This is an optimization exercise on Yosys and OpenROAD, whose aim is small area, not a production implementation.
RTL that was checked went through simulation tests only; none was proved equivalent to the original.

## 04-19
==> module edgeDetection2, before the edit <==
module edgeDetection2(
    input  logic        clk,
    input  logic        n_rst,
    input  logic        startSignal,
    input  logic [23:0] inputData,
    input  logic        rwError,
    input  logic        readDone,
    input  logic        writeDone,
    output logic [31:0] readAddress,
    output logic [7:0]  outputData,
    output logic        readEnable,
    output logic        writeEnable,
    output logic        outputError
);
localparam [2:0] IDLE = 3'd0, GEN = 3'd1, WAITD = 3'd2, STORE = 3'd3,
                 ERR = 3'd4, WRITE = 3'd5;
reg [2:0] state;
wire exec  = (state == GEN);
wire store = (state == STORE);
wire grab  = (state == WAITD) & readDone & ~rwError;
reg  [3:0] cnt;      
reg        np3;      
wire       cntTop = np3 ? (cnt == 4'd3) : (cnt == 4'd9);
always_ff @(posedge clk, negedge n_rst)
    if (!n_rst) state <= IDLE;
    else case (state)
        IDLE:    if (startSignal) state <= GEN;
        GEN:     state <= WAITD;
        WAITD:   if (rwError) state <= ERR; else if (readDone) state <= STORE;
        STORE:   state <= cntTop ? WRITE : GEN;
        WRITE:   if (writeDone) state <= GEN;
        default: state <= state;
    endcase
assign readEnable  = (state == WAITD);
assign writeEnable = (state == WRITE);
assign outputError = (state == ERR);
reg [1:0] row;       
reg [9:0] col;       
reg [8:0] off;       
wire rowWrap = row[1] & row[0];
wire colWrap = col[9] & col[7];
wire offWrap = &{off[8:6], off[4:1]};
reg  colWrapD1, colWrapD2;
reg  np3Pre;
wire [9:0] colInc; wire [10:0] colC;
wire [8:0] offInc; wire [9:0] offC;
assign colC[0] = 1'b1;
assign offC[0] = 1'b1;
genvar gi;
generate
    for (gi = 0; gi < 10; gi = gi + 1) begin : colIncBit
        ha_u u (.a(col[gi]), .b(colC[gi]), .s(colInc[gi]), .co(colC[gi+1]));
    end
    for (gi = 0; gi < 9; gi = gi + 1) begin : offIncBit
        ha_u u (.a(off[gi]), .b(offC[gi]), .s(offInc[gi]), .co(offC[gi+1]));
    end
endgenerate
always_ff @(posedge clk, negedge n_rst)
    if (!n_rst) begin
        row <= '0; col <= '0; off <= '0;
        colWrapD1 <= 1'b0; colWrapD2 <= 1'b0;
        np3Pre <= 1'b0; np3 <= 1'b0;
    end else begin
        if (rowWrap) row <= '0; else if (exec) row <= {row[1] ^ row[0], ~row[0]};
        if (colWrap) col <= '0; else if (rowWrap) col <= colInc;
        if (offWrap) off <= '0; else if (colWrap) off <= offInc;
        colWrapD1 <= colWrap;
        colWrapD2 <= colWrapD1;
        np3Pre <= (|col[9:2]) | (col[1] & col[0]);
        np3 <= np3Pre;
    end
wire rowZ  = ~(row[1] | row[0]);
wire colZ  = ~(|col);
wire offZ  = ~(|off);
wire back  = rowZ & colZ;             
wire [6:0] colLoDec; wire [7:0] colBw;
assign colBw[0] = rowZ;
generate
    for (gi = 0; gi < 7; gi = gi + 1) begin : colDecBit
        assign colLoDec[gi] = col[gi] ^ colBw[gi];
        assign colBw[gi+1]  = ~col[gi] & colBw[gi];
    end
endgenerate
wire [2:0] colHi = back ? 3'd4 : (col[9:7] - {2'd0, colBw[7]});
wire [1:0] k = rowZ ? (back ? 2'd1 : 2'd2) : (row - 2'd1);
wire [8:0] offR = off | ({9{back & offZ}} & 9'd478);
wire [11:0] addrHi;
addr_calc addrCalc (.row(k), .off(offR), .col(colHi), .hi(addrHi));
assign readAddress = {8'd0, addrHi, colLoDec, 5'd0};
always_ff @(posedge clk, negedge n_rst)
    if (!n_rst) cnt <= '0;
    else if (colWrapD2) cnt <= '0;
    else if (grab) begin
        if (np3 ? (cnt >= 4'd3) : (cnt >= 4'd9)) cnt <= 4'd1;
        else cnt <= cnt + 4'd1;
    end
wire [7:0] grey;
grey_conv greyConv (.inputData(inputData), .g(grey));
reg [7:0] pixel;
always_ff @(posedge clk) pixel <= grey;
reg [7:0] m1, m2, m3, m4, m5, m6, m7, m8, m9;
always_ff @(posedge clk) begin
    if (!np3) begin
        case (cnt)
            4'd1: m1 <= pixel;
            4'd2: m4 <= pixel;
            4'd3: m7 <= pixel;
            4'd4: m2 <= pixel;
            4'd5: m5 <= pixel;
            4'd6: m8 <= pixel;
            4'd7: m3 <= pixel;
            4'd8: m6 <= pixel;
            default: m9 <= pixel;
        endcase
    end else if (store) begin
        if (cnt == 4'd1) begin
            m1 <= m2; m2 <= m3; m3 <= pixel;
            m4 <= m5; m5 <= m6;
            m7 <= m8; m8 <= m9;
        end
        if (cnt == 4'd2) m6 <= pixel;
        if (cnt == 4'd3) m9 <= pixel;
    end
end
wire [7:0] mag;
sobel_mag sobelMag (.m1(m1), .m2(m2), .m3(m3), .m4(m4), .m6(m6), .m7(m7),
                    .m8(m8), .m9(pixel), .outputData(mag));
reg [7:0] outR;
always_ff @(posedge clk) outR <= mag;
assign outputData = outR;
endmodule
make LEC_CHECK=0 CAP_MARGIN=20 CORE_MARGIN=2 CORE_UTILIZATION=40 SLEW_MARGIN=20 SYNTH_HIERARCHICAL=1 finish   # period 12.0 ns
run.sh (not shown) runs the stock make flow with config.mk's settings and CLKGATE_MAP_FILE= SYNTH_SCRIPT=/design/flow/synth_recipe.tcl, a recipe that flattens the netlist after the stock synthesis.
04-19: done, clean on timing, DRC and antenna
The inputs of 04-27 differ from those of 04-19 as listed below.
-- flow/design.v --
<<< 04-19, line 286
        np3 <= np3Pre;
    end
wire rowZ  = ~(row[1] | row[0]);
wire colZ  = ~(|col);
wire offZ  = ~(|off);
wire back  = rowZ & colZ;             
wire [6:0] colLoDec; wire [7:0] colBw;
assign colBw[0] = rowZ;
generate
    for (gi = 0; gi < 7; gi = gi + 1) begin : colDecBit
        assign colLoDec[gi] = col[gi] ^ colBw[gi];
        assign colBw[gi+1]  = ~col[gi] & colBw[gi];
    end
endgenerate
wire [2:0] colHi = back ? 3'd4 : (col[9:7] - {2'd0, colBw[7]});
wire [1:0] k = rowZ ? (back ? 2'd1 : 2'd2) : (row - 2'd1);
wire [8:0] offR = off | ({9{back & offZ}} & 9'd478);
wire [11:0] addrHi;
addr_calc addrCalc (.row(k), .off(offR), .col(colHi), .hi(addrHi));
assign readAddress = {8'd0, addrHi, colLoDec, 5'd0};
always_ff @(posedge clk, negedge n_rst)
    if (!n_rst) cnt <= '0;
>>> 04-27, line 286
        np3 <= np3Pre;
    end
wire [11:0] addrHi;
addr_calc addrCalc (.row(row), .off(off), .col(col[9:7]), .hi(addrHi));
reg [18:0] addr;
always_ff @(posedge clk)
    if (exec) addr <= {addrHi, col[6:0]};
assign readAddress = {8'd0, addr, 5'd0};
always_ff @(posedge clk, negedge n_rst)
    if (!n_rst) cnt <= '0;
## What came out
Re post-synthesis share of cell area spent on and, or, nand and nor gates: 04-27 and 04-19 aren't equal, and the higher value belongs to 04-19.
04-27 ended up with a higher global-route usage than 04-19 did.
The number of well taps number comes out lower for 04-19 vs 04-27.
Compared with 04-19, 04-27 shows via density per instance higher by 3.0%.
Minimum clock period was higher in the run labelled 04-27.
Routed wire in 04-27 totals more than in 04-19.
Taking 04-19 as the reference, in 04-27 share of the clock period used by the worst path after layout has increased; remaining design rule violation count has remained practically unchanged; growth of design area from synthesis to finish has increased; reg2reg setup slack has decreased; cell area has increased.
Count of inverters other than clock inverters in the layout was higher in the run labelled 04-19.
Only the layout flow was run in 04-19; the RTL was not checked for function there.

==> static timing again, ports no longer ideal <==
In the flow no input, the clock included, has a driving cell. The finished layouts below were timed again as built, in two steps. Step 1 sets driving cells, clkbuf_16 on the clock port and buf_2 on the other inputs (assumed; they add their load-dependent delay and slew). Step 2 times the ports against the registers' clock, not the clock port: input delays grow and output delays shrink by t, the midpoint of the rising clock arrivals with the driver on. Three values: ideal ports, drivers, drivers and shift; two values: the first two.
run	t (ns)	setup WS [ns]	slew at the worst register clock pin (ns)
04-19	0.459	1.086 / 1.086 / 1.086	0.06 / 0.06
04-27	0.466	1.035 / 1.035 / 1.035	0.07 / 0.07
After both steps setup and hold are still met in every run listed.
